Context: an optimization exercise on an open-source flow, tuned for small area, a short achievable clock period and few clock cycles per item. The choices shown serve that exercise and are no tape-out recipe. RTL that was checked went through simulation tests only; none was proved equivalent to the original.

v15:
Design BSW, start of the top module:
module BSW (
    clk, rst, start,
    i_Q, i_R,
    o_Q_al,
    o_R_al,
    detail_info,
    done
);
Settings: LEC_CHECK=0, ABC_AREA=1, CAP_MARGIN=50, CORE_MARGIN=2, CORE_UTILIZATION=40, SLEW_MARGIN=50; clock period 24.0 ns.
run.sh (not shown) runs the stock make flow with config.mk's settings and CLKGATE_MAP_FILE= SYNTH_SCRIPT=/design/flow/synth_recipe.tcl, a recipe that flattens the netlist after the stock synthesis.
For v27, these inputs were changed with respect to v15:
diff --git a/flow/design.v b/flow/design.v
--- a/flow/design.v
+++ b/flow/design.v
@@ -217,37 +217,32 @@
                 mh[8*k +: 8] = mh[8*(2*k+1) +: 8]; mi[4*k +: 4] = mi[4*(2*k+1) +: 4];
             end
         end
     end
     wire [7:0] g0 = s1_h[7:0], g1 = s1_h[15:8], g2 = s1_h[23:16];
     wire c01 = ge8(g0, g1), c02 = ge8(g0, g2), c12 = ge8(g1, g2);
     wire b0  = !ge8(best_h, g0), b1 = !ge8(best_h, g1), b2 = !ge8(best_h, g2);
     wire t0  = b0 && c01 && c02;
     wire t1  = b1 && !c01 && c12;
     wire t2  = b2 && !c02 && !c12;
-    wire [7:0] h63 = hpe[23:16];
-    wire w63 = run && (cyc == 8'd67) && !ge8(best_h, h63) && !ge8(g0, h63)
-               && !ge8(g1, h63) && !ge8(g2, h63);
-    wire s2_phase = run && (cyc >= 8'd5) && (cyc <= 8'd67);
+    wire s2_phase = run && (cyc >= 8'd5) && (cyc <= 8'd68);
     wire       upd     = s2_phase && (t0 || t1 || t2);
     wire [5:0] w_now   = cyc[5:0] - 6'd5;
-    wire [5:0] best_wn = w63 ? 6'd63 : upd ? w_now : best_w;    
+    wire [5:0] best_wn = upd ? w_now : best_w;      
     always @(posedge clk) begin
         s1_h <= mh[23:0];
         s1_i <= mi[11:0];
         if (!run) begin
             best_h   <= 8'd0;
             best_w   <= 6'd0;
             best_par <= 1'b0;
             best_p   <= 3'd2;          
-        end else if (w63) begin
-            best_h <= h63; best_w <= 6'd63; best_par <= 1'b0; best_p <= 3'd2;
         end else if (upd) begin
             best_w <= w_now;
             if (t0) begin
                 best_h <= g0; best_par <= s1_i[3];  best_p <= s1_i[2:0];
             end else if (t1) begin
                 best_h <= g1; best_par <= s1_i[7];  best_p <= s1_i[6:4];
             end else begin
                 best_h <= g2; best_par <= s1_i[11]; best_p <= s1_i[10:8];
             end
         end
@@ -283,29 +278,29 @@
             wire [1:0] jj = j;
             wire [1:0] bj = rot + 2'd3 - jj;
             assign wd[24*j +: 24] = bank_out[24*bj +: 24];
         end
     endgenerate
     always @(posedge clk or posedge rst) begin
         if (rst) begin
             tbf    <= 1'b0;
             tb_act <= 1'b0;
         end else begin
-            tbf <= run && (cyc == 8'd67);
+            tbf <= run && (cyc == 8'd68);
             if (!run) tb_act <= 1'b0;
             else if (tb_go) tb_act <= !found;
         end
     end
     always @(posedge clk) begin
-        if (cyc == 8'd67) begin
-            rs   <= {nbn, nbn, nbn, nbn + 4'd1};
-            rot  <= 2'd1;
+        if (cyc == 8'd68) begin
+            rs   <= {nbn, nbn, nbn + 4'd1, nbn + 4'd1};
+            rot  <= 2'd2;
             tb_b <= best_wn[5:2];
         end else begin
             for (k = 0; k < 4; k = k + 1)
                 rs[4*k +: 4] <= rs[4*k +: 4] + ((rot == k) ? 4'd2 : 4'd1);
             rot  <= rot + 2'd1;
             tb_b <= tb_b - 4'd1;
         end
     end
     reg  [5:0]  oE, oO;
     reg  [5:0]  cE, cO;
@@ -364,25 +359,24 @@
         end
     end
     always @(posedge clk) begin
         cin_e <= cE;
         cin_o <= cO;
     end
     reg [255:0] pr;
     reg [3:0]   poff;
     always @(posedge clk) begin
         pr   <= {pr[239:0], tb_go ? blk_path : pr[255:240]};
-        poff <= (cyc == 8'd67) ? ~best_wn[5:2] : poff + 4'd1;
+        poff <= (cyc == 8'd68) ? ~best_wn[5:2] : poff + 4'd1;
     end
     reg        st0;              
     reg [3:0]  s_b;
-    reg [3:0]  s_pb;             
     reg [1:0]  s_k;
     reg        s_par;
     reg [2:0]  s_p;
     reg        sa_act;           
     reg [6:0]  sa_d;             
     reg [5:0]  sa_pw;            
     reg [5:0]  sa_qp, sa_rp;     
     reg        sb_end;
     reg        sb_q, sb_r;
     reg [2:0]  dcnt;
@@ -390,21 +384,21 @@
     reg [2:0]  oq, orr;
     reg [8:0]  det;
     wire [5:0] s_w  = {s_b, s_k};
     wire [6:0] s_i  = {1'b0, s_w} + s_p - 7'd2;
     wire [6:0] s_j  = {1'b0, s_w} + 7'd2 - s_p + s_par;
     wire [6:0] s_d  = {s_w, s_par};
     wire [6:0] e_i  = {1'b0, best_w} + best_p - 7'd2;
     wire [6:0] e_j  = {1'b0, best_w} + 7'd2 - best_p + best_par;
     wire [6:0] e_d  = {best_w, best_par};
     wire [6:0] cd   = st0 ? s_d : sa_d;
-    wire [5:0] cpw  = st0 ? {s_pb, s_k} : sa_pw;
+    wire [5:0] cpw  = st0 ? {s_b + poff, s_k} : sa_pw;
     wire [5:0] ev_w = cpw + 6'd1;                
     wire [5:0] od_w = cpw + {5'd0, cd[0]};       
     function [1:0] mux64x2;
         input [127:0] v;
         input [5:0] s;
         reg [127:0] t;
         integer a, l;
         begin
             t = v;
             for (l = 0; l < 6; l = l + 1)
@@ -446,23 +440,22 @@
             st0 <= tb_go && found;
             if (st0 || sa_act) begin
                 sa_act <= !last;
                 sb_end <= last;
             end
             if (st0) done_r <= 1'b1;
             if ((st0 || done_r) && dcnt != 3'd7) dcnt <= dcnt + 3'd1;
         end
     end
     always @(posedge clk) begin
-        if (tb_go) begin
+        if (tb_go && found) begin
             s_b   <= blk;
-            s_pb  <= blk + poff + 4'd1;
             s_k   <= f_k;
             s_par <= f_par;
             s_p   <= f_p;
         end
         if (st0 || sa_act) begin
             sb_q  <= nc[1];
             sb_r  <= nc[0];
             sa_d  <= use1 ? cd + 7'd1 : cd + 7'd2;
             sa_pw <= (use1 && !cd[0]) ? cpw + 6'd4 : cpw + 6'd5;
             sa_qp <= cqp + {5'd0, !nc[1]};
Findings:
- Cell count ends up higher on v15.
- Going from v15 to v27, number of buffers inserted during clock tree synthesis saw an increase; via density per instance grew by 0.47%; fraction of area in clock buffers and inverters increased by 0.50 points relative to the old numbers.
- The area inside the core boundary of v15 and that of v27 are within noise of each other.
- Register-to-register slack (higher): v27
- A origin of the worst setup path of rs[4] is what v15 shows, while done_r belongs to v27.
- Changes observed in v27 relative to v15: number of signal-net buffers in the layout +5.6%; antenna diode instance count +4.
Testbench counts of v27, summed over its fixed seeds: cycles 49,099, items 320.
Function not checked in v15: the RTL went through the layout flow alone.

BSW, a different RTL version from the one above (not shown whole).
For scale: ~9400 cells after synthesis, ~2300 flip-flops.
==> flow/config.mk <==
export PLATFORM = sky130hd
export DESIGN_NAME = BSW
export DESIGN_NICKNAME = BSW
export VERILOG_FILES = /design/flow/design.v
export SDC_FILE = /design/flow/constraint.sdc
export NUM_CORES = 8
export LEC_CHECK = 0
export ABC_AREA = 1
export CAP_MARGIN = 50
export CORE_MARGIN = 2
export CORE_UTILIZATION = 40
export SLEW_MARGIN = 50
==> flow/constraint.sdc <==
create_clock -name core_clock -period 24.0 [get_ports {clk}]
set_input_delay 4.8000 -clock core_clock [delete_from_list [all_inputs] [get_ports {clk}]]
set_output_delay 4.8000 -clock core_clock [all_outputs]
set_load 0.01 [all_outputs]
standard.sh (not shown) runs the stock make flow with config.mk's settings and CLKGATE_MAP_FILE= SYNTH_SCRIPT=/design/flow/synth_recipe.tcl, a recipe that flattens the netlist after the stock synthesis.
==> flow/flow/run.sh <==
#!/bin/bash
# Standard layout, with the port buffers made of buf_4 cells instead of the
# cell buffer_ports picks by default. Make's full output goes to flow.log;
# each tool's own logs stay under orfs/logs.
set -euo pipefail
export BUFFER_PORTS_ARGS="-buffer_cell sky130_fd_sc_hd__buf_4"
bash standard.sh > flow.log 2>&1
Testbench counts at the start, summed over its fixed seeds: cycles 48,779, items 320.
Next try:
--- a/flow/design.v
+++ b/flow/design.v
@@ -280,41 +280,39 @@
     reg        tb_act;
     reg        rc;                      
     reg        shift_r;                 
     reg [3:0]  blk;                     
     reg [5:0]  cin_e, cin_o;            
     reg [5:0]  base;
     wire       tb_go = tbf || tb_act;
     wire [3:0] bE    = best_w[5:2];
     wire [1:0] rot   = base[1:0];
     reg  [63:0] oh;                     
-    reg  [15:0] rsel;                   
     function [23:0] sel16x24;
         input [383:0] v;
         input [15:0] s;
         integer a;
         begin
             sel16x24 = 24'd0;
             for (a = 0; a < 16; a = a + 1)
                 sel16x24 = sel16x24 | (v[24*a +: 24] & {24{s[a]}});
         end
     endfunction
     wire [95:0] bank_out = {sel16x24(bank3, oh[63:48]), sel16x24(bank2, oh[47:32]),
                             sel16x24(bank1, oh[31:16]), sel16x24(bank0, oh[15:0])};
     wire [95:0] wd;                       
     genvar j;
     generate
         for (j = 0; j < 4; j = j + 1) begin : g_rot
-            assign wd[24*j +: 24] = (bank_out[23:0]  & {24{rsel[4*j]}})
-                                  | (bank_out[47:24] & {24{rsel[4*j+1]}})
-                                  | (bank_out[71:48] & {24{rsel[4*j+2]}})
-                                  | (bank_out[95:72] & {24{rsel[4*j+3]}});
+            wire [1:0] jj = j;
+            wire [1:0] bj = rot + 2'd3 - jj;
+            assign wd[24*j +: 24] = bank_out[24*bj +: 24];
         end
     endgenerate
     always @(posedge clk or posedge rst) begin
         if (rst) begin
             tbf    <= 1'b0;
             tb_act <= 1'b0;
         end else begin
             tbf <= run && (cyc == 8'd67);
             if (!run) tb_act <= 1'b0;
             else if (tb_go) tb_act <= !found;
@@ -333,22 +331,20 @@
             base_n = shift_r ? base - 6'd3 : base + 6'd1;
     end
     always @(posedge clk) begin
         base <= base_n;
         if (cyc == 8'd67)   blk <= best_wn[5:2];
         else if (tb_go)     blk <= blk - 4'd1;
         else if (st0)       blk <= blk + 4'd2;
         else if (shift_r)   blk <= blk + 4'd1;
         for (k = 0; k < 64; k = k + 1)
             oh[k] <= (((k / 16) < base_n[1:0]) ? rhi_n : base_n[5:2]) == (k % 16);
-        for (k = 0; k < 16; k = k + 1)
-            rsel[k] <= ((base_n[1:0] + 2'd3 - (k / 4)) & 2'd3) == (k % 4);
     end
     reg  [5:0]  oE, oO;
     reg  [5:0]  cE, cO;
     reg  [15:0] blk_path;                
     reg  [47:0] stop_hit;                
     reg  [23:0] w;
     integer kk, q;
     wire [3:0] cst_r;
     wire       inj = tbf || (rc && blk == bE);
     always @(*) begin
Count of clock-buffer cells in the layout rose by 11.
Synthesized cell count barely changes.
Wire length shrinks by 1.9%.
Flip-flop and latch count fell by 4.
Setup slack got worse by 0.11 ns.
Die area is lower by 0.83%.
Utilization went up by 0.12 points.
Area after synthesis drops by 0.84%.
Cell count decreases by 0.35%.
Function not checked in the second run of this note: the RTL went through the layout flow alone.

-- re-timing with driven ports --
The flow's constraints put no driver on any port. The routed layouts listed below were extracted and timed again, unchanged, in two steps.
Step 1 assumes that a clkbuf_16 drives the clock port and a buf_2 every other input.
Step 2, shift: input delay + t, output delay - t, t = (earliest + latest rising clock arrival at the registers) / 2. This alone moves slack from input paths to output paths.
Slacks: ideal / step 1 / step 2; pairs: ideal / step 1.
| run | shift t [ns] | slack for setup (ns) | worst data-port slew with drivers (ns) |
|---|---|---|---|
| v15 | 0.943 | 17.270 / 17.235 / 17.270 | 0.04 |
| v27 | 0.967 | 17.231 / 17.135 / 17.437 | 0.04 |
| the first run of note 2 | 0.968 | 17.780 / 17.692 / 18.444 | 0.03 |
| the second run of note 2 | 0.975 | 17.667 / 17.618 / 17.667 | 0.03 |
After both steps setup and hold are still met in every run listed.
